From an optimization exercise on the open Yosys and OpenROAD flow, aimed at small area; shortcuts taken in it are not production practice. At most, simulation tests tie the RTL to the original design; equivalence was not proved. No functional check of the RTL was part of run 7. Power and IR drop assume default switching activity.

==> flow/design.v <==
module clock_divider(in_clk, rst, out_clk, rise);
input in_clk, rst;
output reg out_clk;
output rise;
reg t;
reg [4:0] n;
wire fb = n[4] ? (n[2] & (n[0] | n[3])) : ~n[2];
wire wrap = t & n[4] & ~n[3] & ~n[1] & ~n[0];    
always @(posedge in_clk or posedge rst)
  if (rst) begin
    t <= 1'b0;
    n <= 5'd0;
    out_clk <= 1'b0;
  end else begin
    t <= ~t;
    n <= {n[3:0], fb};
    out_clk <= out_clk ^ wrap;
  end
assign rise = wrap & ~out_clk;
endmodule
module trans_fsm(clk, rst, tick, serial_inp, ischar, ap, dsh, broot, fst);
input clk, rst, tick, serial_inp, ischar;
output ap, dsh, broot, fst;
reg [3:0] z;
wire [3:0] zn;
assign zn[0] = (~z[0] & ~z[2] & ~serial_inp) | (z[0] & z[2]) | (z[2] & z[3]);
assign zn[1] = (z[0] & serial_inp) | (z[2] & serial_inp);
assign zn[2] = (z[0] & ~z[1]) | (~z[1] & z[2]);
assign zn[3] = (~z[0] & z[2] & ~z[3]) | (z[0] & ~z[2] & serial_inp) | (z[2] & ~z[3] & ischar);
assign ap = (z[1] & z[2] & ~serial_inp & ~ischar) | (~z[1] & ~z[2] & z[3]) | (z[1] & z[2] & z[3] & ~serial_inp) | (~z[0] & z[1] & ~serial_inp);
assign dsh = (~z[0] & ~z[2]);
assign broot = (z[0] & z[2] & ~ischar) | (z[0] & z[3]);
assign fst = (z[0] & z[3]);
always @(posedge clk or posedge rst)
  if (rst) z <= 4'd0;
  else if (tick) z <= zn;
endmodule
module rec_fsm(mid_clk, clk, rst, serial_inp, VSS_LCD, VCCC, VEE, RS, RW, ENE, s_out, LEDP, LEDN);
input serial_inp, rst, clk;
output [7:0] s_out;
output mid_clk;
output VSS_LCD, VCCC, VEE, RS, RW, ENE, LEDP, LEDN;
assign VSS_LCD = 1'b0;
assign VCCC = 1'b1;
assign VEE = 1'b1;
assign RS = 1'b1;
assign RW = 1'b0;
assign ENE = 1'b1;
assign LEDP = 1'b1;
assign LEDN = 1'b0;
wire tick, ap, dsh, broot, fst;
clock_divider clk_rec(.in_clk(clk), .rst(rst), .out_clk(mid_clk), .rise(tick));
trans_fsm trans_rec(.clk(clk), .rst(rst), .tick(tick), .serial_inp(serial_inp), .ischar(ischar), .ap(ap), .dsh(dsh), .broot(broot), .fst(fst));
reg [5:0] r;
wire valid, ischar, hb;
wire [6:0] a;
assign valid = (r[0] & ~r[1] & r[2] & ~r[3]) | (r[0] & r[1] & r[3] & ~r[5] & ~dsh) | (r[0] & ~r[4] & ~r[5]) | (r[1] & ~r[4] & ~r[5]) | (r[2] & ~r[4] & ~r[5]) | (~r[0] & ~r[3] & ~r[5] & dsh) | (~r[1] & ~r[2] & r[3] & ~r[5] & ~dsh) | (~r[0] & ~r[1] & ~r[2] & r[3] & r[4]);
assign ischar = (r[3] & ~r[4]) | (r[0] & r[1]) | (~r[1] & r[2]) | (~r[2] & ~r[3] & r[4]) | (~r[0] & ~r[4]) | (r[1] & r[3]);
assign hb = (r[1]) | (r[3]);
assign a[0] = (r[0] & ~r[1] & r[5]) | (r[2] & ~r[3] & r[5]) | (~r[0] & r[1] & ~r[4]) | (~r[1] & r[2] & ~r[4] & ~r[5]) | (~r[1] & r[3] & r[4]) | (r[0] & ~r[2] & r[3] & ~r[4] & ~r[5]) | (~r[0] & ~r[2] & r[3] & r[4]);
assign a[1] = (r[0] & r[1] & r[2] & ~r[3]) | (~r[0] & r[3] & ~r[4] & ~r[5]) | (r[0] & r[3] & r[4]) | (~r[1] & r[3] & ~r[4]) | (~r[0] & ~r[3] & r[4] & ~r[5]);
assign a[2] = (~r[1] & r[2] & r[3] & ~r[4] & ~r[5]) | (r[1] & r[2] & ~r[3]) | (r[0] & r[1] & ~r[4]) | (r[1] & r[3] & r[5]) | (r[0] & ~r[1] & ~r[2] & ~r[5]) | (r[1] & ~r[3] & ~r[4]) | (~r[0] & r[2] & ~r[3] & r[4]);
assign a[3] = (~r[0] & r[2] & r[3] & ~r[5]) | (r[0] & ~r[1] & ~r[3]) | (r[0] & ~r[2] & r[3] & r[4]) | (r[1] & r[2] & ~r[3] & ~r[4]) | (r[1] & ~r[2] & r[4] & r[5]) | (~r[0] & r[1] & ~r[3] & r[4]);
assign a[4] = (~r[2] & r[3]) | (r[0] & r[1] & ~r[2]) | (r[5]) | (~r[0] & r[2] & r[4]);
assign a[6] = (~r[5]);
always @(posedge clk or posedge rst)
  if (rst)
    r <= 6'd1;
  else if (tick) begin
    if (ap) begin
      if (broot) r <= 6'd2;
      else if (valid) r <= {r[4:0], dsh ^ hb};
      else r <= 6'd1;
    end else if (broot) r <= 6'd1;
  end
assign s_out = {1'b0, fst & a[6], ~(fst & a[6]), fst & a[4], fst & a[3], fst & a[2], fst & a[1], fst & a[0]};
endmodule
==> flow/flow/run.sh <==
#!/bin/bash
# Layout flow: the standard ORFS flow (standard.sh) with three changes.
#  1. Synthesis is the standard synthesis except that the ABC call mapping the
#     logic to cells runs flow/area.abc (area-oriented) instead of ORFS's
#     delay-oriented script; registers are untouched.
#  2. Port buffers (one per input and output port, as in the standard flow) are
#     sky130_fd_sc_hd__buf_1.
#  3. Constant outputs share one tie-high and one tie-low cell (no tie cloning).
# Each tool's full output is in the ORFS logs under orfs/logs; make's output is in
# standard.log.
set -euo pipefail
export AREA_ABC_SCRIPT="$PWD/flow/area.abc"
bash standard.sh SYNTH_SCRIPT="$PWD/flow/synth_area.tcl" \
  "BUFFER_PORTS_ARGS=-buffer_cell sky130_fd_sc_hd__buf_1" \
  SKIP_REPAIR_TIE_FANOUT=1 finish > standard.log 2>&1
==> flow/flow/area.abc <==
strash; &get -n; &deepsyn -I 10 -J 50; &put; dch; map -a
==> flow/flow/synth_area.tcl <==
# The standard flow's synthesis script (synth_recipe.tcl) with one change: the ABC call that
# maps the logic to cells runs flow/area.abc instead of ORFS's delay-oriented
# script. Everything else, registers included, is the standard synthesis.
proc synth {args} { yosys synth -nofsm -noshare {*}$args }
proc abc {args} {
  set i [lsearch -exact $args -script]
  if { $i >= 0 } {
    lset args [expr {$i + 1}] $::env(AREA_ABC_SCRIPT)
  }
  yosys abc {*}$args
}
source $::env(SCRIPTS_DIR)/synth.tcl
# left out here: clear keep_hierarchy, flatten, clean up, hide names made inside functions, write 1_2_yosys.v
==> flow/standard.sh <==
#!/bin/bash
# synth_recipe.tcl (not shown) runs the flow's synth.tcl, then flattens the netlist and writes it again
# the make line also repeats each setting of config.mk as NAME=value (left out here)
make -C /OpenROAD-flow-scripts/flow DESIGN_CONFIG=/design/flow/config.mk WORK_HOME=/design/flow/orfs CLKGATE_MAP_FILE= SYNTH_SCRIPT=/design/flow/synth_recipe.tcl "${@:-finish}"
==> flow/config.mk <==
export PLATFORM = sky130hd
export DESIGN_NAME = rec_fsm
export DESIGN_NICKNAME = rec_fsm
export VERILOG_FILES = /design/flow/design.v
export SDC_FILE = /design/flow/constraint.sdc
export NUM_CORES = 4
export LEC_CHECK = 0
export CAP_MARGIN = 20
export CORE_AREA = 2.3 2.72 63.48 62.56
export CTS_BUF_LIST = sky130_fd_sc_hd__clkbuf_4
export DIE_AREA = 0 0 66 66
export SLEW_MARGIN = 20
==> flow/constraint.sdc <==
create_clock -name core_clock -period 10.0 [get_ports {clk}]
set_input_delay 2.0000 -clock core_clock [delete_from_list [all_inputs] [get_ports {clk}]]
set_output_delay 2.0000 -clock core_clock [all_outputs]
set_load 0.01 [all_outputs]
==> results.txt, run 1 <==
CTS HTree Levels: 1
Die Wd: 66 µm
Avg Inst Size Synth: 7.85 µm²
antenna violations before repair: 0
Required @ worst endpoint: 8.00 ns
Synth cell types: 23
setup bufs post-CTS: 0
CTS Sinks: 17
Layout Nets: 140
cell count after synthesis: 130
drt via density: 4.98
P_sw: 24.7 µW
DRC viols: 0
RSZ-0062 raised after global routing: false
Sw Share: 0.227
storage element area: 427 µm²
first-pass GRT wire length: 3570 µm
critical path class: reg2out
count of state elements after synthesis: 17
die area: 4360 µm²
Slew headroom: 0.589
max cap viols: 0
grt total ovfl: 0
pin count of the biggest net entering global routing: 18
Clock transition at path regs: 0.10 ns
Final Util: 0.295
arrival time worst endpoint: 1.99 ns
Vias: 912
worst-skew pair later-pin latency: 0.29 ns
Hold Crit Start: clk_rec.n[0]
Ports: 20
status: finished clean
Worst setup SP type: flop
Synth Cell Area: 1020 µm²
Root Buffer: clkbuf_4
multi-input logic area: 448 µm²
Final period util: 0.399
Setup TNS Final: 0 ns
first element of the critical path: r[3]
placed insts: 179
fill cell count: 393
P per Cell Area: 101 nW/µm²
FF-to-FF Start: clk_rec.n[3]
sequential share of the synthesized area: 0.418
Ant. Diodes: 0
Final Hold Vio Count: 0
TritonCTS clock tree: yes
Int Power: 84.2 µW
r2r setup slk: 7.76 ns
GR Util All Layers: 0.104
Tmin final: 3.99 ns
Routed Antenna Nets: 0
Worst Slack Setup Final: 6.01 ns
Hold Path Class: reg2reg
total power: 109 µW
Core Region: 3660 µm²
post-CTS sizing: 0
Clock Skew: 0.00853 ns
setup violators final: 0
height of the die: 66 µm
Pre-Repair DR Iteration Count: 4
CP Capture Type: output port
initial core utilization: 0.279
Peak supply drop: 70.7 µV
Slew Limit Fails: 0
hpwl dp: 1570 µm
pre-CTS WS: 6.36 ns
share of cells above drive strength 1: 0.0593
final std cells w/o fill: 183
Leak: 0.000426 µW
initial drt markers: 112
Clock Power Share: 0.332
TritonCTS Buffers: 3
synthesis-to-layout area growth: 5.64%
Post-CTS Hold Fix Bufs: 0
final WL: 2120 µm
Syn Nets: 134
Crit Path Max Fanout: 10
vias in the first global route: 818
Gate power share: 0.036
sequential share of power: 0.632
routed len/inst: 11.6 µm
Row Count: 22
Yosys warning total: 3
worst slew pin tran: 0.611 ns
Fmax: 251 MHz
clock buffer depth: 2
Routability Congestion: 0.847
PortBufs: 10
## layout by cell type (no fill, tap or decap), drive strengths merged, types with 2 or more instances in the layout
cell and count:
nand2 10, a21oi 10, dfrtp 16, or2 2
o21ai 5, nor2 15, a41oi 3, buf 10
nand3 7, clkbuf 3, a31oi 5, nor3 8
conb 2, clkinv 22, o221ai 2, o22ai 7
## metrics by stage
step / instance area (µm²) / hold slack [ns]
global route: 1080 / 0.394
floorplan: 1020 / 0.346
detailed placement: 1050 / 0.355
global placement: 1050 / 0.352
CTS: 1080 / 0.379
finish: 1080 / 0.376
## power by group through the flow
stage / Combinational (µW) / Clock (µW) / Sequential, µW
after floorplan: 5.77 / 0 / 70.1
after global placement: 4.00 / 0 / 70.1
after detailed placement: 3.99 / 0 / 70.1
after CTS: 4.02 / 37.8 / 68.8
after global routing: 4.74 / 41.1 / 68.8
final: 3.92 / 36.2 / 68.8
## critical path, cell delays in order, from the launching register on
cell and delay (ns):
dfrtp_1 0.54, clkinv_1 0.29, nor2_1 0.20, clkinv_1 0.10
nor2_1 0.16, o21ai_0 0.11, a31oi_1 0.14, buf_1 0.17
## cell usage after synthesis
cell | number | area share
a21oi_1 | 10 | 0.049
a31oi_1 | 5 | 0.031
a32oi_1 | 1 | 0.0086
a41oi_1 | 3 | 0.026
buf_4 | 9 | 0.066
clkinv_1 | 21 | 0.077
conb_1 | 2 | 0.0074
dfrtp_1 | 16 | 0.39
dfstp_2 | 1 | 0.026
ha_1 | 1 | 0.012
nand2_1 | 10 | 0.037
nand3_1 | 7 | 0.034
nor2_1 | 15 | 0.055
nor3_1 | 8 | 0.039
o211ai_1 | 1 | 0.0074
o21ai_0 | 5 | 0.025
o221a_2 | 1 | 0.011
o221ai_1 | 2 | 0.017
o22ai_1 | 7 | 0.043
o31ai_1 | 1 | 0.0074
o32ai_1 | 1 | 0.0086
or2_2 | 2 | 0.012
xor2_1 | 1 | 0.0086
## registers in the layout (all words and copies together), names as in the netlist
name and count:
r 6, trans_rec.z 4, clk_rec.n 5, clk_rec.out_clk 1, clk_rec.t 1
## cells by family (layout without fill, tap and decap cells)
| logic type | count (synthesis) | in the layout | share of synthesized area |
|---|---|---|---|
| DFF | 17 | 17 | 0.418 |
| buffers and inverters | 30 | 35 | 0.143 |
| xor gates and xnor gates | 1 | 1 | 0.00858 |
| AOI/OAI and AO/OA | 37 | 37 | 0.233 |
| and+or+nand+nor | 42 | 42 | 0.178 |
| other | 2 | 2 | 0.00736 |
| adders and majority gates | 1 | 1 | 0.0123 |
## layer usage
| metal | track usage | part of all wire | vias up |
|---|---|---|---|
| li1 | - | - | 464 |
| met1 | 0.147 | 0.49 | 423 |
| met2 | 0.148 | 0.45 | 25 |
| met3 | 0.0307 | 0.052 | 0 |
| met4 | 0.0434 | 0 | 0 |
| met5 | 0 | 0 | - |
## cell type report
| type | instances | area share |
|---|---|---|
| inverters | 21 | 0.0731 |
| flip-flops and latches | 17 | 0.396 |
| clock buffers | 3 | 0.0209 |
| multi-input cells | 83 | 0.415 |
| clock inverters | 1 | 0.00464 |
| well taps | 48 | 0.0557 |
| repair buffers | 10 | 0.0348 |
## final timing paths
kind	end	depth (start not counted)
worst min register to register	clk_rec.n[1]	0
worst max register to register	r[0]	7
worst min-delay path	clk_rec.n[1]	0
worst max-delay path	s_out[0]	7
min in group asynchronous	clk_rec.n[0]	2
max in group asynchronous	r[0]	2
==> run 2, diff against run 1 <==
--- a/flow/design.v
+++ b/flow/design.v
@@ -54,14 +54,14 @@
 reg [5:0] r;
 wire valid, ischar, hb;
 wire [6:0] a;
-assign valid = (r[0] & ~r[1] & r[2] & ~r[3]) | (r[0] & r[1] & r[3] & ~r[5] & ~dsh) | (r[0] & ~r[4] & ~r[5]) | (r[1] & ~r[4] & ~r[5]) | (r[2] & ~r[4] & ~r[5]) | (~r[0] & ~r[3] & ~r[5] & dsh) | (~r[1] & ~r[2] & r[3] & ~r[5] & ~dsh) | (~r[0] & ~r[1] & ~r[2] & r[3] & r[4]);
-assign ischar = (r[3] & ~r[4]) | (r[0] & r[1]) | (~r[1] & r[2]) | (~r[2] & ~r[3] & r[4]) | (~r[0] & ~r[4]) | (r[1] & r[3]);
-assign hb = (r[1]) | (r[3]);
-assign a[0] = (r[0] & ~r[1] & r[5]) | (r[2] & ~r[3] & r[5]) | (~r[0] & r[1] & ~r[4]) | (~r[1] & r[2] & ~r[4] & ~r[5]) | (~r[1] & r[3] & r[4]) | (r[0] & ~r[2] & r[3] & ~r[4] & ~r[5]) | (~r[0] & ~r[2] & r[3] & r[4]);
-assign a[1] = (r[0] & r[1] & r[2] & ~r[3]) | (~r[0] & r[3] & ~r[4] & ~r[5]) | (r[0] & r[3] & r[4]) | (~r[1] & r[3] & ~r[4]) | (~r[0] & ~r[3] & r[4] & ~r[5]);
-assign a[2] = (~r[1] & r[2] & r[3] & ~r[4] & ~r[5]) | (r[1] & r[2] & ~r[3]) | (r[0] & r[1] & ~r[4]) | (r[1] & r[3] & r[5]) | (r[0] & ~r[1] & ~r[2] & ~r[5]) | (r[1] & ~r[3] & ~r[4]) | (~r[0] & r[2] & ~r[3] & r[4]);
-assign a[3] = (~r[0] & r[2] & r[3] & ~r[5]) | (r[0] & ~r[1] & ~r[3]) | (r[0] & ~r[2] & r[3] & r[4]) | (r[1] & r[2] & ~r[3] & ~r[4]) | (r[1] & ~r[2] & r[4] & r[5]) | (~r[0] & r[1] & ~r[3] & r[4]);
-assign a[4] = (~r[2] & r[3]) | (r[0] & r[1] & ~r[2]) | (r[5]) | (~r[0] & r[2] & r[4]);
+assign valid = (r[0] & r[1] & r[2] & r[3] & ~dsh) | (r[1] & ~r[4] & ~r[5]) | (~r[0] & r[1] & ~r[3] & ~r[5] & dsh) | (r[2] & ~r[4] & ~r[5]) | (r[0] & ~r[1] & ~r[3] & ~r[5]) | (r[0] & ~r[1] & ~r[2] & ~r[5]) | (~r[0] & ~r[2] & r[3] & ~r[5] & ~dsh) | (~r[1] & r[2] & ~r[3] & ~r[5] & dsh);
+assign ischar = (r[3] & ~r[4]) | (~r[1] & r[2]) | (r[1] & r[3]) | (r[1] & ~r[4]) | (~r[2] & ~r[3] & r[4]) | (r[0] & r[2]);
+assign hb = (r[1] & ~r[4]) | (r[0] & ~r[2] & r[3] & ~r[4]) | (r[1] & ~r[2] & ~r[3]) | (r[0] & ~r[3] & r[4]) | (~r[0] & ~r[1] & r[3] & r[4]);
+assign a[0] = (r[0] & ~r[2] & r[3]) | (~r[1] & r[2] & r[3] & ~r[5]) | (~r[0] & ~r[3] & r[5]) | (~r[0] & r[1] & ~r[4] & ~r[5]) | (~r[1] & ~r[3] & ~r[4]);
+assign a[1] = (r[0] & r[1] & r[2] & ~r[3]) | (~r[0] & r[2] & ~r[3] & r[4]) | (~r[1] & r[3] & ~r[4]) | (r[0] & r[2] & r[3] & r[4]) | (~r[0] & r[3] & ~r[4] & ~r[5]) | (~r[0] & r[1] & ~r[2] & r[4] & ~r[5]) | (r[3] & r[4] & r[5]);
+assign a[2] = (r[1] & r[2] & ~r[3]) | (~r[0] & ~r[1] & ~r[3] & r[4]) | (r[1] & r[3] & r[5]) | (r[0] & r[3] & ~r[4] & ~r[5]) | (r[1] & ~r[3] & ~r[4]) | (~r[1] & r[2] & r[3] & ~r[4] & ~r[5]);
+assign a[3] = (r[0] & ~r[1] & ~r[3]) | (~r[0] & ~r[2] & r[4]) | (~r[0] & r[2] & r[3] & ~r[5]) | (r[1] & r[2] & ~r[3] & ~r[4]);
+assign a[4] = (r[0] & ~r[2]) | (~r[2] & r[3]) | (~r[0] & r[2] & r[4]) | (r[5]);
 assign a[6] = (~r[5]);
 always @(posedge clk or posedge rst)
   if (rst)
--- a/flow/flow/run.sh
+++ b/flow/flow/run.sh
@@ -12,4 +12,5 @@
 export AREA_ABC_SCRIPT="$PWD/flow/area.abc"
 bash standard.sh SYNTH_SCRIPT="$PWD/flow/synth_area.tcl" \
   "BUFFER_PORTS_ARGS=-buffer_cell sky130_fd_sc_hd__buf_1" \
+  "CTS_ARGS=-sink_clustering_enable -repair_clock_nets -buf_list sky130_fd_sc_hd__clkbuf_4 -dont_use_dummy_load" \
   SKIP_REPAIR_TIE_FANOUT=1 finish > standard.log 2>&1
==> results.txt, run 2 <==
Int Power: 83.6 µW (was 84.2 µW)
Peak supply drop: 63.7 µV (was 70.7 µV)
Crit Path Max Fanout: 7 (was 10)
sequential share of the synthesized area: 0.424 (was 0.418)
vias in the first global route: 880 (was 818)
initial drt markers: 131 (was 112)
status: finished clean (unchanged)
final WL: 2120 µm (about the same)
Worst setup SP type: flop (unchanged)
Largest stage delay, worst path: 0.46 ns (was 0.54 ns)
count of state elements after synthesis: 17 (unchanged)
Avg Inst Size Synth: 7.68 µm² (was 7.85 µm²)
GR Util All Layers: 0.108 (was 0.104)
setup bufs post-CTS: 0 (unchanged)
most frequent cell after synthesis: clkinv_1 (unchanged)
Ports: 20 (unchanged)
Synth Cell Area: 1010 µm² (was 1020 µm²)
first-pass GRT wire length: 3720 µm (was 3570 µm)
drt via density: 4.97 (was 4.98)
worst slew pin tran: 0.618 ns (was 0.611 ns)
Routed Antenna Nets: 0 (unchanged)
Pre-Repair DR Iteration Count: 4 (unchanged)
Hold Path Class: reg2reg (unchanged)
Placed Area: 1040 µm² (was 1050 µm²)
Row Count: 22 (unchanged)
CTS Sinks: 17 (unchanged)
die area: 4360 µm² (unchanged)
commonest non-fill, non-tap cell in the layout: clkinv_1 (unchanged)
Leak: 0.000424 µW (was 0.000426 µW)
Syn Nets: 135 (was 134)
routed len/inst: 11.6 µm (about the same)
cell count after synthesis: 131 (was 130)
Top reg by flops: r (unchanged)
top_reg_cell synth: dfrtp_1 (unchanged)
Clock Power Share: 0.311 (was 0.332)
Worst path slowest cell: dfrtp_1 (unchanged)
Synth cell types: 23 (unchanged)
sequential share of power: 0.641 (was 0.632)
EDFF count, synth: 0 (unchanged)
worst-skew pair later-pin latency: 0.29 ns (about the same)
FF-to-FF Start: clk_rec.n[3] (unchanged)
Gate power share: 0.048 (was 0.036)
Fmax: 256 MHz (was 251 MHz)
Clock Skew: 0.0220 ns (was 0.00853 ns)
top post-synthesis cells by area: dfrtp_1, clkinv_1, buf_4 (unchanged)
PortBufs: 10 (unchanged)
Post-CTS Hold Fix Bufs: 0 (unchanged)
critical path class: reg2out (unchanged)
Setup TNS Final: 0 ns (unchanged)
reg2reg path depth: 8 (was 7)
TritonCTS Buffers: 3 (unchanged)
grt total ovfl: 0 (unchanged)
max cap viols: 0 (unchanged)
share of cells above drive strength 1: 0.0519 (was 0.0593)
Sw Share: 0.221 (was 0.227)
cells along the critical path: nor2_1 -> clkinv_1 -> a22oi_1 -> o221ai_1 -> a21oi_1 -> buf_1 (was clkinv_1 -> nor2_1 -> clkinv_1 -> nor2_1 -> o21ai_0 -> a31oi_1 -> buf_1)
leading cell types in the layout, fill and taps excluded: clkinv_1, nor2_1, dfrtp_1 (was clkinv_1, dfrtp_1, nor2_1)
Slew headroom: 0.585 (was 0.589)
antenna violations before repair: 0 (unchanged)
Routability Congestion: 0.970 (was 0.847)
synthesis-to-layout area growth: 5.22% (was 5.64%)
first element of the critical path: r[3] (unchanged)
Yosys warning total: 3 (unchanged)
Core Region: 3660 µm² (unchanged)
share of the synthesized area in the top cell type: 0.398 (was 0.392)
Root Buffer: clkbuf_4 (unchanged)
Ant. Diodes: 0 (unchanged)
P per Cell Area: 101 nW/µm² (about the same)
post-CTS sizing: 0 (unchanged)
Largest register FFs: 6 (unchanged)
async set-reset flop share out of synthesis: 1.00 (unchanged)
Die Wd: 66 µm (unchanged)
CP Buf/Inv Count: 2 (was 3)
top post-synthesis cells by count: clkinv_1, dfrtp_1, nor2_1 (unchanged)
CP Capture Type: output port (unchanged)
RSZ-0062 raised after global routing: false (unchanged)
crit-path leading delay family: compound AO/OA/AOI/OAI gates (was buffers and inverters)
Slew Limit Fails: 0 (unchanged)
Final Hold Vio Count: 0 (unchanged)
Layout Nets: 141 (was 140)
initial core utilization: 0.275 (was 0.279)
Required @ worst endpoint: 8.00 ns (about the same)
arrival time worst endpoint: 1.91 ns (was 1.99 ns)
Clock transition at path regs: 0.10 ns (about the same)
height of the die: 66 µm (unchanged)
leading area contributor after synthesis: dfrtp_1 (unchanged)
Hold Crit Start: clk_rec.n[0] (unchanged)
CTS HTree Levels: 1 (unchanged)
TritonCTS clock tree: yes (unchanged)
Final Instance Area: 1060 µm² (was 1080 µm²)
Crit. path cell count: 6 (was 7)
setup violators final: 0 (unchanged)
Final period util: 0.391 (was 0.399)
hpwl dp: 1570 µm (about the same)
clock buffer depth: 2 (unchanged)
Largest regs: r x6, clk_rec.n x5, trans_rec.z x4 (unchanged)
DRC viols: 0 (unchanged)
pin count of the biggest net entering global routing: 18 (unchanged)
P_sw: 23.7 µW (was 24.7 µW)
Final Util: 0.289 (was 0.295)
Tmin final: 3.91 ns (was 3.99 ns)
Hold Path Depth: 0 (unchanged)
Vias: 910 (was 912)
-- run 2: cell count changes after synthesis, sizes merged, moves of 2 or more --
cell,delta
nand2,+3
a31oi,-2
o21ai,+5
a41oi,-3
o22ai,-3
-- run 2: path summary, 6_finish.rpt --
check	to	slack, ns
hold reg to reg	clk_rec.n[1]	0.38
hold / removal	clk_rec.n[1]	0.38
setup reg to reg	r[0]	7.85
max in group asynchronous	r[0]	8.00
min in group asynchronous	clk_rec.n[0]	1.66
setup / recovery	s_out[1]	6.09
-- run 2: final cells by class --
class	count	area (µm²)
fillers	407	2600
multi-input cells	84	433
flip-flops and latches	17	427
inverters	21	78.8
well taps	48	60.1
repair buffers	10	37.5
clock buffers	3	22.5
-- run 2: worst reg2reg max path, cell delays in order (launching register included) --
cell,delay (ns)
dfrtp_1,0.40
or2_2,0.30
nor3_1,0.17
ha_1,0.20
clkinv_1,0.16
nor2_1,0.23
o21ai_0,0.18
or2_2,0.32
o221a_2,0.13
-- run 2: per-layer routing --
metal / track usage / share of wire / up-vias
li1: - / - / 447
met1: 0.141 / 0.46 / 401
met2: 0.170 / 0.42 / 54
met3: 0.0136 / 0.099 / 8
met4: 0.0663 / 0.020 / 0
met5: 0 / 0 / -
-- run 2: power groups by stage --
| stage | Sequential, µW | Combinational [µW] | Clock [µW] |
|---|---|---|---|
| floorplan | 70.1 | 6.78 | 0 |
| global placement | 70.1 | 5.22 | 0 |
| detailed placement | 70.1 | 5.22 | 0 |
| CTS | 68.8 | 5.22 | 35.2 |
| global route | 68.8 | 6.19 | 38.2 |
| finish | 68.8 | 5.15 | 33.4 |
-- run 2: per-stage QoR --
step                setup WS [ns]  hold slack, ns  std cells  power [µW]
floorplan                    6.72           0.346        131        76.9
global placement             6.40           0.354        180        75.3
detailed placement           6.44           0.355        180        75.3
CTS                          6.12           0.380        183         109
global route                 5.95           0.396        183         113
finish                       6.09           0.378        183         107
-- run 2: cell families after synthesis --
kind of cell	synth area share
fa+ha+maj	0.0124
flops	0.424
compound gates	0.215
other cells	0.00747
buf+inv	0.146
simple gates	0.195
==> run 3, diff against run 2 <==
--- a/flow/flow/run.sh
+++ b/flow/flow/run.sh
@@ -12,5 +12,4 @@
 export AREA_ABC_SCRIPT="$PWD/flow/area.abc"
 bash standard.sh SYNTH_SCRIPT="$PWD/flow/synth_area.tcl" \
   "BUFFER_PORTS_ARGS=-buffer_cell sky130_fd_sc_hd__buf_1" \
-  "CTS_ARGS=-sink_clustering_enable -repair_clock_nets -buf_list sky130_fd_sc_hd__clkbuf_4 -dont_use_dummy_load" \
   SKIP_REPAIR_TIE_FANOUT=1 finish > standard.log 2>&1
==> results.txt, run 3 <==
Endpoint, Worst Hold: clk_rec.n[1] (unchanged)
EDFF count, synth: 0 (unchanged)
TritonCTS clock tree: yes (unchanged)
Final period util: 0.393 (was 0.391)
Routability Congestion: 0.970 (unchanged)
clock buffer depth: 2 (unchanged)
Hold Path Depth: 0 (unchanged)
placed insts: 180 (unchanged)
initial core utilization: 0.275 (unchanged)
Slew Limit Fails: 0 (unchanged)
share of cells above drive strength 1: 0.0588 (was 0.0519)
leading area contributor after synthesis: dfrtp_1 (unchanged)
status: finished clean (unchanged)
Routed Antenna Nets: 0 (unchanged)
leading cell types in the layout, fill and taps excluded: clkinv_1, nor2_1, dfrtp_1 (unchanged)
Vias: 907 (was 910)
Crit Path Max Fanout: 7 (unchanged)
Worst setup SP type: flop (unchanged)
Layout Nets: 141 (unchanged)
GR Util met1: 0.141 (unchanged)
max cap viols: 0 (unchanged)
commonest non-fill, non-tap cell in the layout: clkinv_1 (unchanged)
initial drt markers: 155 (was 131)
drt via density: 4.93 (was 4.97)
Final Instance Area: 1070 µm² (was 1060 µm²)
Required @ worst endpoint: 8.00 ns (about the same)
pin count of the biggest net entering global routing: 18 (unchanged)
critical path class: reg2out (unchanged)
worst-skew pair later-pin latency: 0.29 ns (about the same)
top_reg_cell synth: dfrtp_1 (unchanged)
TritonCTS Buffers: 3 (unchanged)
reg2reg end: r[0] (unchanged)
Largest regs: r x6, clk_rec.n x5, trans_rec.z x4 (unchanged)
Sw Share: 0.240 (was 0.221)
Core Region: 3660 µm² (unchanged)
Ant. Diodes: 0 (unchanged)
P_sw: 26.8 µW (was 23.7 µW)
Pre-Repair DR Iteration Count: 4 (unchanged)
r2r setup slk: 7.85 ns (about the same)
Clock transition at path regs: 0.10 ns (about the same)
Post-CTS Hold Fix Bufs: 0 (unchanged)
Tmin final: 3.93 ns (was 3.91 ns)
Clock Skew: 0.00176 ns (was 0.0220 ns)
Synth Cell Area: 1010 µm² (unchanged)
PortBufs: 10 (unchanged)
cell count after synthesis: 131 (unchanged)
sequential share of the synthesized area: 0.424 (unchanged)
Ports: 20 (unchanged)
height of the die: 66 µm (unchanged)
Placed Area: 1040 µm² (unchanged)
DRC viols: 0 (unchanged)
final std cells w/o fill: 184 (was 183)
sequential share of power: 0.616 (was 0.641)
Clock Power Share: 0.338 (was 0.311)
top post-synthesis cells by count: clkinv_1, dfrtp_1, nor2_1 (unchanged)
grt total ovfl: 0 (unchanged)
antenna violations before repair: 0 (unchanged)
Final Util: 0.291 (was 0.289)
most frequent cell after synthesis: clkinv_1 (unchanged)
Synth cell types: 23 (unchanged)
Worst Slack Setup Final: 6.07 ns (was 6.09 ns)
RSZ-0062 raised after global routing: false (unchanged)
Int Power: 84.9 µW (was 83.6 µW)
Leak: 0.000424 µW (about the same)
vias in the first global route: 884 (was 880)
die area: 4360 µm² (unchanged)
Largest register FFs: 6 (unchanged)
Die Wd: 66 µm (unchanged)
GR Util All Layers: 0.109 (was 0.108)
post-CTS sizing: 0 (unchanged)
CP Capture Type: output port (unchanged)
Fmax: 254 MHz (was 256 MHz)
setup bufs post-CTS: 0 (unchanged)
Root Buffer: clkbuf_4 (unchanged)
reg2reg path depth: 8 (unchanged)
P per Cell Area: 105 nW/µm² (was 101 nW/µm²)
Top reg by flops: r (unchanged)
GRT Max-Usage Layer: met2 (unchanged)
setup violators final: 0 (unchanged)
FF-to-FF Start: clk_rec.n[3] (unchanged)
Hold Crit Start: clk_rec.n[0] (unchanged)
arrival time worst endpoint: 1.93 ns (was 1.91 ns)
global-route track usage on met2: 0.172 (was 0.170)
Syn Nets: 135 (unchanged)
hpwl dp: 1570 µm (unchanged)
Row Count: 22 (unchanged)
count of state elements after synthesis: 17 (unchanged)
CTS Sinks: 17 (unchanged)
Gate power share: 0.046 (was 0.048)
Peak supply drop: 63.7 µV (about the same)
CTS HTree Levels: 1 (unchanged)
worst slew pin tran: 0.618 ns (about the same)
share of the synthesized area in the top cell type: 0.398 (unchanged)
first-pass GRT wire length: 3730 µm (was 3720 µm)
Hold Path Class: reg2reg (unchanged)
Yosys warning total: 3 (unchanged)
final WL: 2120 µm (unchanged)
grt met3 use: 0.0136 (unchanged)
routed len/inst: 11.5 µm (was 11.6 µm)
async set-reset flop share out of synthesis: 1.00 (unchanged)
pre-CTS WS: 6.44 ns (unchanged)
Slew headroom: 0.585 (about the same)
Setup TNS Final: 0 ns (unchanged)
synthesis-to-layout area growth: 5.97% (was 5.22%)
Avg Inst Size Synth: 7.68 µm² (unchanged)
top post-synthesis cells by area: dfrtp_1, clkinv_1, buf_4 (unchanged)
Final Hold Vio Count: 0 (unchanged)
==> run 3: changes by cell type in the layout (fill, tap and decap cells not counted), sizes merged <==
cell      previous run  this run
clkinvlp             0         1
==> run 3: cell families after synthesis <==
| logic type | count (synthesis) | synth area share |
|---|---|---|
| and+or+nand+nor | 46 | 0.195 |
| DFF | 17 | 0.424 |
| AOI/OAI and AO/OA | 35 | 0.215 |
| adders and majority gates | 1 | 0.0124 |
| other | 2 | 0.00747 |
| buffers and inverters | 30 | 0.146 |
==> run 3: cell type report <==
| cell class | count | area [µm²] |
|---|---|---|
| clock buffer | 3 | 22.5 |
| clock inverter | 1 | 7.51 |
| inverter | 21 | 78.8 |
| timing repair buffer | 10 | 37.5 |
| fill | 407 | 2590 |
| sequential | 17 | 427 |
| tap | 48 | 60.1 |
| multi-input combinational | 84 | 433 |
==> run 3: worst max path at each step <==
stage	to	cells after the start	from	slack, ns
after floorplan	s_out[1]	5	r[3]	6.72
after global placement	s_out[1]	6	r[3]	6.40
after detailed placement	s_out[1]	6	r[3]	6.44
after CTS	s_out[1]	6	r[3]	6.09
after global routing	s_out[1]	6	r[3]	5.91
final	s_out[1]	6	r[3]	6.07
==> run 3: per-stage QoR <==
stage                     hold WS (ns)  power, µW
after floorplan                  0.346       76.9
after global placement           0.354       75.3
after detailed placement         0.355       75.3
after CTS                        0.380        114
after global routing             0.396        118
final                            0.378        112
==> run 3: worst max-delay path, stage by stage, from the launching register on <==
cell      delay (ns)
dfrtp_1         0.47
nor2_1          0.33
clkinv_1        0.17
a22oi_1         0.22
o221ai_1        0.14
a21oi_1         0.14
buf_1           0.16
==> run 3: power groups by stage <==
stage                     combinational (µW)  clock, µW  sequential, µW
after floorplan                         6.78          0            70.1
after global placement                  5.22          0            70.1
after detailed placement                5.22          0            70.1
after CTS                               5.22       39.6            68.8
after global routing                    6.19       43.0            68.8
final                                   5.15       37.8            68.8
==> run 3: layer usage <==
metal,vias up,routed length [µm]
met3,8,222
met4,0,44
met5,-,0
li1,447,-
met1,397,977
met2,55,873
==> run 4, diff against run 3 <==
--- a/flow/flow/run.sh
+++ b/flow/flow/run.sh
@@ -12,4 +12,5 @@
 export AREA_ABC_SCRIPT="$PWD/flow/area.abc"
 bash standard.sh SYNTH_SCRIPT="$PWD/flow/synth_area.tcl" \
   "BUFFER_PORTS_ARGS=-buffer_cell sky130_fd_sc_hd__buf_1" \
+  "CTS_ARGS=-sink_clustering_enable -repair_clock_nets -buf_list sky130_fd_sc_hd__clkbuf_4 -dont_use_dummy_load -sink_clustering_size 30 -sink_clustering_max_diameter 300" \
   SKIP_REPAIR_TIE_FANOUT=1 finish > standard.log 2>&1
==> results.txt, run 4 <==
Top reg by flops: r (unchanged)
final std cells w/o fill: 183 (was 184)
initial core utilization: 0.275 (unchanged)
leading cell types in the layout, fill and taps excluded: clkinv_1, nor2_1, dfrtp_1 (unchanged)
Root Buffer: clkbuf_4 (unchanged)
clock buffer depth: 2 (unchanged)
share of the synthesized area in the top cell type: 0.398 (unchanged)
Final Hold Vio Count: 0 (unchanged)
Hold Path Class: reg2reg (unchanged)
Avg Inst Size Synth: 7.68 µm² (unchanged)
first-pass GRT wire length: 3720 µm (was 3730 µm)
fill cell count: 407 (unchanged)
vias in the first global route: 880 (was 884)
Worst setup SP type: flop (unchanged)
Routed Antenna Nets: 0 (unchanged)
Syn Nets: 135 (unchanged)
count of state elements after synthesis: 17 (unchanged)
Vias: 910 (was 907)
Row Count: 22 (unchanged)
Final period util: 0.391 (was 0.393)
Synth Cell Area: 1010 µm² (unchanged)
Yosys warning total: 3 (unchanged)
setup bufs post-CTS: 0 (unchanged)
setup violators final: 0 (unchanged)
routed len/inst: 11.6 µm (was 11.5 µm)
Crit Path Max Fanout: 7 (unchanged)
sequential share of the synthesized area: 0.424 (unchanged)
Ports: 20 (unchanged)
post-CTS sizing: 0 (unchanged)
Leak: 0.000424 µW (about the same)
async set-reset flop share out of synthesis: 1.00 (unchanged)
drt via density: 4.97 (was 4.93)
Setup TNS Final: 0 ns (unchanged)
critical path class: reg2out (unchanged)
Clock transition at path regs: 0.10 ns (about the same)
CTS HTree Levels: 1 (unchanged)
Layout Nets: 141 (unchanged)
placed insts: 180 (unchanged)
Slew Limit Fails: 0 (unchanged)
Required @ worst endpoint: 8.00 ns (about the same)
top post-synthesis cells by area: dfrtp_1, clkinv_1, buf_4 (unchanged)
share of cells above drive strength 1: 0.0519 (was 0.0588)
Die Wd: 66 µm (unchanged)
most frequent cell after synthesis: clkinv_1 (unchanged)
Slew headroom: 0.585 (about the same)
worst-skew pair later-pin latency: 0.29 ns (about the same)
Ant. Diodes: 0 (unchanged)
Largest regs: r x6, clk_rec.n x5, trans_rec.z x4 (unchanged)
DRC viols: 0 (unchanged)
commonest non-fill, non-tap cell in the layout: clkinv_1 (unchanged)
Clock Skew: 0.0220 ns (was 0.00176 ns)
RSZ-0062 raised after global routing: false (unchanged)
Routability Congestion: 0.970 (unchanged)
Placed Area: 1040 µm² (unchanged)
Pre-Repair DR Iteration Count: 4 (unchanged)
max cap viols: 0 (unchanged)
initial drt markers: 131 (was 155)
EDFF count, synth: 0 (unchanged)
pin count of the biggest net entering global routing: 18 (unchanged)
Peak supply drop: 63.7 µV (about the same)
grt total ovfl: 0 (unchanged)
height of the die: 66 µm (unchanged)
synthesis-to-layout area growth: 5.22% (was 5.97%)
TritonCTS Buffers: 3 (unchanged)
GR Util All Layers: 0.108 (was 0.109)
CTS Sinks: 17 (unchanged)
top_reg_cell synth: dfrtp_1 (unchanged)
die area: 4360 µm² (unchanged)
status: finished clean (unchanged)
Fmax: 256 MHz (was 254 MHz)
TritonCTS clock tree: yes (unchanged)
cell count after synthesis: 131 (unchanged)
final WL: 2120 µm (unchanged)
hpwl dp: 1570 µm (unchanged)
leading area contributor after synthesis: dfrtp_1 (unchanged)
Tmin final: 3.91 ns (was 3.93 ns)
arrival time worst endpoint: 1.91 ns (was 1.93 ns)
antenna violations before repair: 0 (unchanged)
Final Instance Area: 1060 µm² (was 1070 µm²)
top post-synthesis cells by count: clkinv_1, dfrtp_1, nor2_1 (unchanged)
Post-CTS Hold Fix Bufs: 0 (unchanged)
Core Region: 3660 µm² (unchanged)
Final Util: 0.289 (was 0.291)
worst slew pin tran: 0.618 ns (about the same)
CP Capture Type: output port (unchanged)
P per Cell Area: 101 nW/µm² (was 105 nW/µm²)
PortBufs: 10 (unchanged)
Synth cell types: 23 (unchanged)
Largest register FFs: 6 (unchanged)
[run 4: cell counts after synthesis]
No cell type changed its count.
[run 4: path summary, 6_finish.rpt]
kind | start | endpoint | slack (ns) | depth (start not counted)
hold reg to reg | clk_rec.n[0] | clk_rec.n[1] | 0.38 | 0
max in group asynchronous | rst | r[0] | 8.00 | 2
min in group asynchronous | rst | clk_rec.n[0] | 1.66 | 2
setup reg to reg | clk_rec.n[3] | r[0] | 7.85 | 8
setup / recovery | r[3] | s_out[1] | 6.09 | 6
hold / removal | clk_rec.n[0] | clk_rec.n[1] | 0.38 | 0
[run 4: stage by stage]
step	setup WS (ns)	total power [µW]	hold slack, ns
after detailed placement	6.44	75.3	0.355
after CTS	6.12	109	0.380
final	6.09	107	0.378
after global placement	6.40	75.3	0.354
after floorplan	6.72	76.9	0.346
after global routing	5.95	113	0.396
[run 4: critical path, cell delays in order (launching register included)]
cell	delay [ns]
dfrtp_1	0.46
nor2_1	0.34
clkinv_1	0.17
a22oi_1	0.22
o221ai_1	0.14
a21oi_1	0.14
buf_1	0.16
[run 4: kinds of logic (layout without fill, tap and decap cells)]
group                    count (synthesis)  count (layout)  synth area share
buffers and inverters                   30              34             0.146
adder cells (fa/ha/maj)                  1               1            0.0124
flip-flops                              17              17             0.424
AND/OR/NAND/NOR                         46              46             0.195
other                                    2               2           0.00747
AO/OA/AOI/OAI                           35              35             0.215
[run 4: area by class of cell]
cell class	instances	area (µm²)	area share
well taps	48	60.1	0.0567
flip-flops and latches	17	427	0.403
inverters	21	78.8	0.0745
repair buffers	10	37.5	0.0355
multi-input cells	84	433	0.409
clock buffers	3	22.5	0.0213
[run 4: routing by layer]
metal  GRT usage  up-vias  share of wire
met3      0.0136        8          0.099
met1       0.141      401           0.46
li1            -      447              -
met5           0        -              0
met4      0.0663        0          0.020
met2       0.170       54           0.42
[run 4: where the power goes]
| part | leakage [µW] | internal [µW] | switching [µW] |
|---|---|---|---|
| logic | 0.000193 | 0.873 | 4.27 |
| registers | 0.000217 | 68.8 | 0 |
| clock network | 0.0000138 | 14.0 | 19.4 |
==> run 5, diff against run 4 <==
--- a/flow/flow/run.sh
+++ b/flow/flow/run.sh
@@ -12,5 +12,5 @@
 export AREA_ABC_SCRIPT="$PWD/flow/area.abc"
 bash standard.sh SYNTH_SCRIPT="$PWD/flow/synth_area.tcl" \
   "BUFFER_PORTS_ARGS=-buffer_cell sky130_fd_sc_hd__buf_1" \
-  "CTS_ARGS=-sink_clustering_enable -repair_clock_nets -buf_list sky130_fd_sc_hd__clkbuf_4 -dont_use_dummy_load -sink_clustering_size 30 -sink_clustering_max_diameter 300" \
+  "CTS_ARGS=-repair_clock_nets -buf_list sky130_fd_sc_hd__clkbuf_8 -dont_use_dummy_load" \
   SKIP_REPAIR_TIE_FANOUT=1 finish > standard.log 2>&1
==> results.txt, run 5 <==
async set-reset flop share out of synthesis: 1.00 (unchanged)
Final Util: 0.294 (was 0.289)
first-pass GRT wire length: 3750 µm (was 3720 µm)
arrival time worst endpoint: 1.87 ns (was 1.91 ns)
EDFF count, synth: 0 (unchanged)
placed insts: 180 (unchanged)
share of the synthesized area in the top cell type: 0.398 (unchanged)
FF-to-FF Start: clk_rec.n[3] (unchanged)
sequential share of the synthesized area: 0.424 (unchanged)
Synth Cell Area: 1010 µm² (unchanged)
TritonCTS clock tree: yes (unchanged)
Ports: 20 (unchanged)
PortBufs: 10 (unchanged)
Endpoint, Worst Hold: clk_rec.n[1] (unchanged)
Ant. Diodes: 0 (unchanged)
Setup TNS Final: 0 ns (unchanged)
Final Hold Vio Count: 0 (unchanged)
Syn Nets: 135 (unchanged)
Layout Nets: 141 (unchanged)
reg2reg path depth: 8 (unchanged)
routed len/inst: 11.7 µm (was 11.6 µm)
Crit Path Max Fanout: 7 (unchanged)
setup violators final: 0 (unchanged)
reg2reg end: r[0] (unchanged)
height of the die: 66 µm (unchanged)
Yosys warning total: 3 (unchanged)
grt total ovfl: 0 (unchanged)
Clock Skew: 0.0153 ns (was 0.0220 ns)
Slew headroom: 0.584 (was 0.585)
Tmin final: 3.87 ns (was 3.91 ns)
worst slew pin tran: 0.620 ns (was 0.618 ns)
top post-synthesis cells by area: dfrtp_1, clkinv_1, buf_4 (unchanged)
commonest non-fill, non-tap cell in the layout: clkinv_1 (unchanged)
DRC viols: 0 (unchanged)
worst-skew pair later-pin latency: 0.26 ns (was 0.29 ns)
pin count of the biggest net entering global routing: 18 (unchanged)
Post-CTS Hold Fix Bufs: 0 (unchanged)
top_reg_cell synth: dfrtp_1 (unchanged)
initial drt markers: 129 (was 131)
Final period util: 0.387 (was 0.391)
Vias: 909 (was 910)
Largest register FFs: 6 (unchanged)
CP Capture Type: output port (unchanged)
antenna violations before repair: 0 (unchanged)
Row Count: 22 (unchanged)
vias in the first global route: 885 (was 880)
GR Util All Layers: 0.110 (was 0.108)
initial core utilization: 0.275 (unchanged)
drt via density: 4.97 (about the same)
CTS Sinks: 17 (unchanged)
post-CTS sizing: 0 (unchanged)
most frequent cell after synthesis: clkinv_1 (unchanged)
top post-synthesis cells by count: clkinv_1, dfrtp_1, nor2_1 (unchanged)
first element of the critical path: r[3] (unchanged)
leading area contributor after synthesis: dfrtp_1 (unchanged)
P per Cell Area: 113 nW/µm² (was 101 nW/µm²)
Die Wd: 66 µm (unchanged)
Root Buffer: clkbuf_8 (was clkbuf_4)
share of cells above drive strength 1: 0.0519 (unchanged)
Fmax: 258 MHz (was 256 MHz)
max cap viols: 0 (unchanged)
cell count after synthesis: 131 (unchanged)
Avg Inst Size Synth: 7.68 µm² (unchanged)
hpwl dp: 1570 µm (unchanged)
status: finished clean (unchanged)
r2r setup slk: 7.86 ns (was 7.85 ns)
Hold Path Class: reg2reg (unchanged)
CTS HTree Levels: 1 (unchanged)
final WL: 2140 µm (was 2120 µm)
Hold Crit Start: clk_rec.n[0] (unchanged)
Routability Congestion: 0.970 (unchanged)
Required @ worst endpoint: 8.00 ns (about the same)
RSZ-0062 raised after global routing: false (unchanged)
critical path class: reg2out (unchanged)
TritonCTS Buffers: 3 (unchanged)
Slew Limit Fails: 0 (unchanged)
Clock transition at path regs: 0.07 ns (was 0.10 ns)
synthesis-to-layout area growth: 7.09% (was 5.22%)
Largest regs: r x6, clk_rec.n x5, trans_rec.z x4 (unchanged)
Top reg by flops: r (unchanged)
Hold Path Depth: 0 (unchanged)
Routed Antenna Nets: 0 (unchanged)
setup bufs post-CTS: 0 (unchanged)
Worst setup SP type: flop (unchanged)
Peak supply drop: 89.5 µV (was 63.7 µV)
die area: 4360 µm² (unchanged)
clock buffer depth: 2 (unchanged)
Leak: 0.000432 µW (was 0.000424 µW)
Synth cell types: 23 (unchanged)
leading cell types in the layout, fill and taps excluded: clkinv_1, nor2_1, dfrtp_1 (unchanged)
final std cells w/o fill: 183 (unchanged)
Pre-Repair DR Iteration Count: 4 (unchanged)
Core Region: 3660 µm² (unchanged)
count of state elements after synthesis: 17 (unchanged)
run 5: cell counts after synthesis:
No cell type changed its count.
run 5: layout make-up:
cell class              count  area [µm²]
repair buffers             10        37.5
fillers                   406        2580
inverters                  21        78.8
flip-flops and latches     17         427
well taps                  48        60.1
clock buffers               3        41.3
multi-input cells          84         433
run 5: routing by layer:
metal  GRT usage  share of wire
met5           0              0
met4      0.0740          0.028
met3      0.0187          0.099
met2       0.170           0.41
met1       0.141           0.46
run 5: kinds of logic after synthesis:
| kind of cell | synth area share |
|---|---|
| buffers and inverters | 0.146 |
| AO/OA/AOI/OAI | 0.215 |
| adder cells (fa/ha/maj) | 0.0124 |
| AND/OR/NAND/NOR | 0.195 |
| other | 0.00747 |
| flip-flops | 0.424 |
run 5: worst max-delay path: stages, from the launching register on:
cell and delay, ns:
dfrtp_1 0.45, nor2_1 0.34, clkinv_1 0.17, a22oi_1 0.22, o221ai_1 0.14, a21oi_1 0.14
buf_1 0.16
run 5: worst max path at each step:
stage	end	cells after the start	slack, ns
after global routing	s_out[1]	6	5.99
final	s_out[1]	6	6.13
after floorplan	s_out[1]	5	6.72
after CTS	s_out[1]	6	6.16
after detailed placement	s_out[1]	6	6.44
after global placement	s_out[1]	6	6.40
run 5: through the flow:
stage / instance area (µm²) / setup WS, ns / hold WS [ns] / power [µW]
finish: 1080 / 6.13 / 0.370 / 122
global route: 1080 / 5.99 / 0.385 / 128
CTS: 1080 / 6.16 / 0.371 / 124
detailed placement: 1040 / 6.44 / 0.355 / 75.3
global placement: 1040 / 6.40 / 0.354 / 75.3
floorplan: 1010 / 6.72 / 0.346 / 76.9
run 5: report_power, final:
part           total [µW]  switching, µW  internal (µW)
registers            68.9              0           68.9
clock network        48.1           21.4           26.7
logic                5.15           4.28          0.873
==> run 6, diff against run 5 <==
--- a/flow/flow/run.sh
+++ b/flow/flow/run.sh
@@ -12,5 +12,5 @@
 export AREA_ABC_SCRIPT="$PWD/flow/area.abc"
 bash standard.sh SYNTH_SCRIPT="$PWD/flow/synth_area.tcl" \
   "BUFFER_PORTS_ARGS=-buffer_cell sky130_fd_sc_hd__buf_1" \
-  "CTS_ARGS=-repair_clock_nets -buf_list sky130_fd_sc_hd__clkbuf_8 -dont_use_dummy_load" \
+  "CTS_ARGS=-sink_clustering_enable -repair_clock_nets -buf_list sky130_fd_sc_hd__clkbuf_8 -sink_clustering_size 30 -sink_clustering_max_diameter 300 -dont_use_dummy_load" \
   SKIP_REPAIR_TIE_FANOUT=1 finish > standard.log 2>&1
==> results.txt, run 6 <==
Largest regs: r x6, clk_rec.n x5, trans_rec.z x4 (unchanged)
Fmax: 258 MHz (unchanged)
Int Power: 96.4 µW (unchanged)
Row Count: 22 (unchanged)
Clock Skew: 0.0153 ns (unchanged)
Ports: 20 (unchanged)
pre-CTS WS: 6.44 ns (unchanged)
Die Wd: 66 µm (unchanged)
initial drt markers: 129 (unchanged)
post-CTS sizing: 0 (unchanged)
first element of the critical path: r[3] (unchanged)
top_reg_cell synth: dfrtp_1 (unchanged)
Routed Antenna Nets: 0 (unchanged)
Gate power share: 0.042 (about the same)
setup bufs post-CTS: 0 (unchanged)
synthesis-to-layout area growth: 7.09% (unchanged)
P per Cell Area: 113 nW/µm² (unchanged)
initial core utilization: 0.275 (unchanged)
CP Capture Type: output port (unchanged)
setup violators final: 0 (unchanged)
P_sw: 25.7 µW (unchanged)
Routability Congestion: 0.970 (unchanged)
RSZ-0062 raised after global routing: false (unchanged)
critical path class: reg2out (unchanged)
height of the die: 66 µm (unchanged)
Slew Limit Fails: 0 (unchanged)
Final Hold Vio Count: 0 (unchanged)
Core Region: 3660 µm² (unchanged)
Clock transition at path regs: 0.07 ns (about the same)
Avg Inst Size Synth: 7.68 µm² (unchanged)
sequential share of the synthesized area: 0.424 (unchanged)
Worst setup SP type: flop (unchanged)
leading cell types in the layout, fill and taps excluded: clkinv_1, nor2_1, dfrtp_1 (unchanged)
Ant. Diodes: 0 (unchanged)
most frequent cell after synthesis: clkinv_1 (unchanged)
count of state elements after synthesis: 17 (unchanged)
Worst Slack Setup Final: 6.13 ns (unchanged)
Sw Share: 0.210 (unchanged)
Hold Crit Start: clk_rec.n[0] (unchanged)
CTS Sinks: 17 (unchanged)
Yosys warning total: 3 (unchanged)
Required @ worst endpoint: 8.00 ns (about the same)
max cap viols: 0 (unchanged)
Synth Cell Area: 1010 µm² (unchanged)
Clock Power Share: 0.394 (about the same)
async set-reset flop share out of synthesis: 1.00 (unchanged)
Leak: 0.000432 µW (unchanged)
Slew headroom: 0.584 (unchanged)
Top reg by flops: r (unchanged)
hpwl dp: 1570 µm (unchanged)
cell count after synthesis: 131 (unchanged)
reg2reg path depth: 8 (unchanged)
PortBufs: 10 (unchanged)
Tmin final: 3.87 ns (unchanged)
GR Util All Layers: 0.110 (unchanged)
Synth cell types: 23 (unchanged)
arrival time worst endpoint: 1.87 ns (about the same)
Vias: 909 (unchanged)
Largest register FFs: 6 (unchanged)
EDFF count, synth: 0 (unchanged)
Peak supply drop: 89.5 µV (unchanged)
TritonCTS clock tree: yes (unchanged)
final WL: 2140 µm (unchanged)
top post-synthesis cells by area: dfrtp_1, clkinv_1, buf_4 (unchanged)
Root Buffer: clkbuf_8 (unchanged)
commonest non-fill, non-tap cell in the layout: clkinv_1 (unchanged)
Hold WS: 0.370 ns (unchanged)
TritonCTS Buffers: 3 (unchanged)
top post-synthesis cells by count: clkinv_1, dfrtp_1, nor2_1 (unchanged)
Pre-Repair DR Iteration Count: 4 (unchanged)
status: finished clean (unchanged)
grt total ovfl: 0 (unchanged)
die area: 4360 µm² (unchanged)
leading area contributor after synthesis: dfrtp_1 (unchanged)
sequential share of power: 0.564 (about the same)
vias in the first global route: 885 (unchanged)
CTS HTree Levels: 1 (unchanged)
antenna violations before repair: 0 (unchanged)
clock buffer depth: 2 (unchanged)
first-pass GRT wire length: 3750 µm (unchanged)
worst-skew pair later-pin latency: 0.26 ns (about the same)
pin count of the biggest net entering global routing: 18 (unchanged)
DRC viols: 0 (unchanged)
Hold Path Class: reg2reg (unchanged)
Layout Nets: 141 (unchanged)
Post-CTS Hold Fix Bufs: 0 (unchanged)
share of cells above drive strength 1: 0.0519 (unchanged)
Final period util: 0.387 (unchanged)
worst slew pin tran: 0.620 ns (unchanged)
total power: 122 µW (unchanged)
Crit Path Max Fanout: 7 (unchanged)
routed len/inst: 11.7 µm (unchanged)
Setup TNS Final: 0 ns (unchanged)
Syn Nets: 135 (unchanged)
Hold Path Depth: 0 (unchanged)
FF-to-FF Start: clk_rec.n[3] (unchanged)
Final Util: 0.294 (unchanged)
drt via density: 4.97 (unchanged)
share of the synthesized area in the top cell type: 0.398 (unchanged)
[run 6: cell counts after synthesis]
No cell type changed its count.
[run 6: critical path, cell delays in order (launching register included)]
cell	delay, ns
dfrtp_1	0.45
nor2_1	0.34
clkinv_1	0.17
a22oi_1	0.22
o221ai_1	0.14
a21oi_1	0.14
buf_1	0.16
[run 6: routing by layer]
layer / up-vias / track usage / wire length [µm]
li1: 446 / - / -
met1: 399 / 0.141 / 986
met2: 55 / 0.170 / 881
met3: 9 / 0.0187 / 211
met4: 0 / 0.0740 / 59
met5: - / 0 / 0
[run 6: kinds of logic (layout without fill, tap and decap cells)]
kind of cell               Yosys count  after routing  share of synthesized area
and+or+nand+nor                     46             46                      0.195
AOI/OAI and AO/OA                   35             35                      0.215
buffers and inverters               30             34                      0.146
DFF                                 17             17                      0.424
other                                2              2                    0.00747
adders and majority gates            1              1                     0.0124
[run 6: area by class of cell]
cell class	count	area [µm²]
clock buffer	3	41.3
fill	406	2580
inverter	21	78.8
multi-input combinational	84	433
sequential	17	427
tap	48	60.1
timing repair buffer	10	37.5
[run 6: final timing paths]
kind                                endpoint  slack, ns
worst max register to register          r[0]       7.86
worst min register to register  clk_rec.n[1]       0.37
worst max-delay path                s_out[1]       6.13
worst min-delay path            clk_rec.n[1]       0.37
min in group asynchronous       clk_rec.n[0]       1.71
max in group asynchronous               r[0]       7.95
[run 6: power groups by stage]
stage	Clock (µW)	Combinational, µW	Sequential [µW]
after detailed placement	0	5.22	70.1
after global routing	52.8	6.19	68.8
after CTS	50.3	5.22	68.8
after floorplan	0	6.78	70.1
after global placement	0	5.22	70.1
final	48.1	5.15	68.9
[run 6: metrics by stage]
step / instance area (µm²) / cells
after floorplan: 1010 / 131
after global placement: 1040 / 180
after detailed placement: 1040 / 180
after CTS: 1080 / 183
after global routing: 1080 / 183
final: 1080 / 183
==> run 7, diff against run 6 <==
--- a/flow/design.v
+++ b/flow/design.v
@@ -2,18 +2,20 @@
 input in_clk, rst;
 output reg out_clk;
 output rise;
-reg t;
-reg [4:0] n;
+reg ts;
+reg [4:0] ns;
+wire t = ts ^ 1'b0;
+wire [4:0] n = ns ^ 5'd0;    
 wire fb = n[4] ? (n[2] & (n[0] | n[3])) : ~n[2];
 wire wrap = t & n[4] & ~n[3] & ~n[1] & ~n[0];    
 always @(posedge in_clk or posedge rst)
   if (rst) begin
-    t <= 1'b0;
-    n <= 5'd0;
+    ts <= 1'b0;
+    ns <= 5'd0;
     out_clk <= 1'b0;
   end else begin
-    t <= ~t;
-    n <= {n[3:0], fb};
+    ts <= ~ts;
+    ns <= {n[3:0], fb} ^ 5'd0;
     out_clk <= out_clk ^ wrap;
   end
 assign rise = wrap & ~out_clk;
@@ -21,7 +23,8 @@
 module trans_fsm(clk, rst, tick, serial_inp, ischar, ap, dsh, broot, fst);
 input clk, rst, tick, serial_inp, ischar;
 output ap, dsh, broot, fst;
-reg [3:0] z;
+reg [3:0] zs;
+wire [3:0] z = zs ^ 4'd1;
 wire [3:0] zn;
 assign zn[0] = (~z[0] & ~z[2] & ~serial_inp) | (z[0] & z[2]) | (z[2] & z[3]);
 assign zn[1] = (z[0] & serial_inp) | (z[2] & serial_inp);
@@ -32,8 +35,8 @@
 assign broot = (z[0] & z[2] & ~ischar) | (z[0] & z[3]);
 assign fst = (z[0] & z[3]);
 always @(posedge clk or posedge rst)
-  if (rst) z <= 4'd0;
-  else if (tick) z <= zn;
+  if (rst) zs <= 4'd1;
+  else if (tick) zs <= zn ^ 4'd1;
 endmodule
 module rec_fsm(mid_clk, clk, rst, serial_inp, VSS_LCD, VCCC, VEE, RS, RW, ENE, s_out, LEDP, LEDN);
 input serial_inp, rst, clk;
@@ -51,7 +54,9 @@
 wire tick, ap, dsh, broot, fst;
 clock_divider clk_rec(.in_clk(clk), .rst(rst), .out_clk(mid_clk), .rise(tick));
 trans_fsm trans_rec(.clk(clk), .rst(rst), .tick(tick), .serial_inp(serial_inp), .ischar(ischar), .ap(ap), .dsh(dsh), .broot(broot), .fst(fst));
-reg [5:0] r;
+reg [5:0] rs;
+wire [5:0] r = rs ^ 6'd0;    
+reg [5:0] rn;
 wire valid, ischar, hb;
 wire [6:0] a;
 assign valid = (r[0] & r[1] & r[2] & r[3] & ~dsh) | (r[1] & ~r[4] & ~r[5]) | (~r[0] & r[1] & ~r[3] & ~r[5] & dsh) | (r[2] & ~r[4] & ~r[5]) | (r[0] & ~r[1] & ~r[3] & ~r[5]) | (r[0] & ~r[1] & ~r[2] & ~r[5]) | (~r[0] & ~r[2] & r[3] & ~r[5] & ~dsh) | (~r[1] & r[2] & ~r[3] & ~r[5] & dsh);
@@ -63,15 +68,18 @@
 assign a[3] = (r[0] & ~r[1] & ~r[3]) | (~r[0] & ~r[2] & r[4]) | (~r[0] & r[2] & r[3] & ~r[5]) | (r[1] & r[2] & ~r[3] & ~r[4]);
 assign a[4] = (r[0] & ~r[2]) | (~r[2] & r[3]) | (~r[0] & r[2] & r[4]) | (r[5]);
 assign a[6] = (~r[5]);
+always @(*) begin
+  rn = r;
+  if (ap) begin
+    if (broot) rn = 6'd2;
+    else if (valid) rn = {r[4:0], dsh ^ hb};
+    else rn = 6'd1;
+  end else if (broot) rn = 6'd1;
+end
 always @(posedge clk or posedge rst)
   if (rst)
-    r <= 6'd1;
-  else if (tick) begin
-    if (ap) begin
-      if (broot) r <= 6'd2;
-      else if (valid) r <= {r[4:0], dsh ^ hb};
-      else r <= 6'd1;
-    end else if (broot) r <= 6'd1;
-  end
+    rs <= 6'd1;
+  else if (tick)
+    rs <= rn ^ 6'd0;
 assign s_out = {1'b0, fst & a[6], ~(fst & a[6]), fst & a[4], fst & a[3], fst & a[2], fst & a[1], fst & a[0]};
 endmodule
--- a/flow/flow/run.sh
+++ b/flow/flow/run.sh
@@ -12,5 +12,5 @@
 export AREA_ABC_SCRIPT="$PWD/flow/area.abc"
 bash standard.sh SYNTH_SCRIPT="$PWD/flow/synth_area.tcl" \
   "BUFFER_PORTS_ARGS=-buffer_cell sky130_fd_sc_hd__buf_1" \
-  "CTS_ARGS=-sink_clustering_enable -repair_clock_nets -buf_list sky130_fd_sc_hd__clkbuf_8 -sink_clustering_size 30 -sink_clustering_max_diameter 300 -dont_use_dummy_load" \
+  "CTS_ARGS=-sink_clustering_enable -repair_clock_nets -buf_list sky130_fd_sc_hd__clkbuf_4 -dont_use_dummy_load" \
   SKIP_REPAIR_TIE_FANOUT=1 finish > standard.log 2>&1
==> results.txt, run 7 <==
Sw Share: 0.219 (was 0.210)
critical path class: reg2out (unchanged)
GR Util All Layers: 0.108 (was 0.110)
vias in the first global route: 820 (was 885)
CTS HTree Levels: 1 (unchanged)
pin count of the biggest net entering global routing: 18 (unchanged)
global-route track usage on met2: 0.159 (was 0.170)
Ports: 20 (unchanged)
Final period util: 0.398 (was 0.387)
clock buffer depth: 2 (unchanged)
GR Util met1: 0.151 (was 0.141)
Vias: 927 (was 909)
Clock transition at path regs: 0.09 ns (was 0.07 ns)
leading area contributor after synthesis: dfrtp_1 (unchanged)
count of state elements after synthesis: 17 (unchanged)
Top reg by flops: rs (was r)
Post-CTS Hold Fix Bufs: 0 (unchanged)
Worst path slowest cell: dfrtp_1 (unchanged)
CTS Sinks: 17 (unchanged)
r2r setup slk: 7.58 ns (was 7.86 ns)
Slew Limit Fails: 0 (unchanged)
Die Wd: 66 µm (unchanged)
Leak: 0.000449 µW (was 0.000432 µW)
P_sw: 23.5 µW (was 25.7 µW)
Largest stage delay, worst path: 0.45 ns (about the same)
first element of the critical path: rs[3] (was r[3])
Gate power share: 0.048 (was 0.042)
TritonCTS Buffers: 3 (unchanged)
P per Cell Area: 100 nW/µm² (was 113 nW/µm²)
Peak supply drop: 67.8 µV (was 89.5 µV)
antenna violations before repair: 0 (unchanged)
reg2reg path depth: 9 (was 8)
final WL: 2130 µm (was 2140 µm)
initial drt markers: 76 (was 129)
setup bufs post-CTS: 0 (unchanged)
post-CTS sizing: 0 (unchanged)
top_reg_cell synth: dfrtp_1 (unchanged)
EDFF count, synth: 0 (unchanged)
PortBufs: 10 (unchanged)
Int Power: 83.6 µW (was 96.4 µW)
sequential share of the synthesized area: 0.420 (was 0.424)
Worst Setup EP: s_out[2] (was s_out[1])
Routed Antenna Nets: 0 (unchanged)
share of the synthesized area in the top cell type: 0.369 (was 0.398)
leading cell types in the layout, fill and taps excluded: clkinv_1, nand2_1, dfrtp_1 (was clkinv_1, nor2_1, dfrtp_1)
Final Hold Vio Count: 0 (unchanged)
fill cell count: 380 (was 406)
Pre-Repair DR Iteration Count: 4 (unchanged)
grt met3 use: 0.0153 (was 0.0187)
Synth cell types: 23 (unchanged)
DRC viols: 0 (unchanged)
initial core utilization: 0.278 (was 0.275)
cell count after synthesis: 134 (was 131)
Clock Skew: 0.0123 ns (was 0.0153 ns)
sequential share of power: 0.642 (was 0.564)
CP Buf/Inv Count: 3 (was 2)
Layout Nets: 144 (was 141)
Hold Path Depth: 0 (unchanged)
Avg Inst Size Synth: 7.60 µm² (was 7.68 µm²)
TritonCTS clock tree: yes (unchanged)
first-pass GRT wire length: 3640 µm (was 3750 µm)
async set-reset flop share out of synthesis: 1.00 (unchanged)
worst-skew pair later-pin latency: 0.29 ns (was 0.26 ns)
total power: 107 µW (was 122 µW)
FF-to-FF Start: clk_rec.ns[3] (was clk_rec.n[3])
status: finished clean (unchanged)
Hold Path Class: reg2reg (unchanged)
Tmin final: 3.98 ns (was 3.87 ns)
crit-path leading delay family: buffers and inverters (was compound AO/OA/AOI/OAI gates)
Row Count: 22 (unchanged)
CP Capture Type: output port (unchanged)
## run 7: changes by cell type in the layout (fill, tap and decap cells not counted), moves of 2 or more
| cell | before | now |
|---|---|---|
| o22ai_1 | 4 | 6 |
| nor3_1 | 7 | 4 |
| o31ai_1 | 0 | 2 |
| o211ai_1 | 1 | 3 |
| nand2_1 | 13 | 20 |
| clkbuf_4 | 0 | 3 |
| nor2_1 | 16 | 14 |
| clkbuf_8 | 3 | 0 |
## run 7: cells by family (layout without fill, tap and decap cells)
kind of cell / count (synthesis) / count (layout) / synth area share
fa+ha+maj: 1 / 1 / 0.0123
compound gates: 37 / 37 / 0.219
xor+xnor: 1 / 1 / 0.00860
simple gates: 47 / 47 / 0.193
buf+inv: 29 / 33 / 0.140
other cells: 2 / 2 / 0.00737
flops: 17 / 17 / 0.420
## run 7: stage by stage
stage | hold WS (ns) | cells | setup WS [ns] | util | area, µm²
floorplan | 0.346 | 134 | 6.69 | - | 1020
global placement | 0.361 | 183 | 6.34 | 0.286 | 1050
detailed placement | 0.364 | 183 | 6.38 | 0.286 | 1050
CTS | 0.381 | 186 | 6.06 | 0.293 | 1070
global route | 0.405 | 186 | 5.82 | 0.293 | 1070
finish | 0.380 | 186 | 6.02 | 0.293 | 1070
## run 7: worst min path at each step
stage                          to  slack, ns
finish              clk_rec.ns[1]       0.38
global route        clk_rec.ns[1]       0.41
CTS                 clk_rec.ns[1]       0.38
detailed placement  clk_rec.ns[1]       0.36
global placement    clk_rec.ns[2]       0.36
floorplan           clk_rec.ns[1]       0.35
## run 7: layout make-up
| class | instances | area [µm²] | area share |
|---|---|---|---|
| inverters | 20 | 75.1 | 0.0701 |
| repair buffers | 10 | 37.5 | 0.0350 |
| well taps | 48 | 60.1 | 0.0561 |
| flip-flops and latches | 17 | 428 | 0.400 |
| clock buffers | 3 | 22.5 | 0.0210 |
| multi-input cells | 88 | 448 | 0.418 |
## run 7: power groups by stage
stage               registers (µW)  clock network, µW  logic [µW]
floorplan                     70.1                  0        6.76
finish                        68.8               33.2        5.15
CTS                           68.8               35.0        5.24
global route                  68.8               38.5        5.96
detailed placement            70.1                  0        5.23
global placement              70.1                  0        5.25
## run 7: metal layers
metal,vias to the layer above,wire (µm)
met5,-,0
met3,6,108
met1,427,1030
met2,29,938
li1,465,-
met4,0,50

-- what the ideal ports hide --
How much do the figures lean on ideal ports? The routed layouts below were timed once more, with nothing changed but the port constraints.
Step 1, drivers: a clkbuf_16 drives clk and a buf_2 each remaining input, both assumed.
Step 2 moves the port delays by t, midway between the first and last clock arrival at a register: inputs arrive t later, outputs are due t later. That takes back most of the time a late clock gives input paths.
Three values: ideal ports, drivers, drivers and shift; two values: the first two.
run	t (ns)	setup WS [ns]	worst setup path at the end	slew at the worst register clock pin (ns)
run 1	0.300	6.011 / 5.992 / 6.293	register to output	0.10 / 0.10
run 2	0.300	6.090 / 6.071 / 6.371	register to output	0.10 / 0.10
run 3	0.310	6.065 / 6.047 / 6.357	register to output	0.10 / 0.10
run 4	0.300	6.090 / 6.071 / 6.371	register to output	0.10 / 0.10
run 5	0.269	6.128 / 6.107 / 6.376	register to output	0.07 / 0.07
run 6	0.269	6.128 / 6.107 / 6.376	register to output	0.07 / 0.07
run 7	0.298	6.022 / 6.004 / 6.302	register to output	0.09 / 0.09
After both steps setup and hold are still met in every run listed.
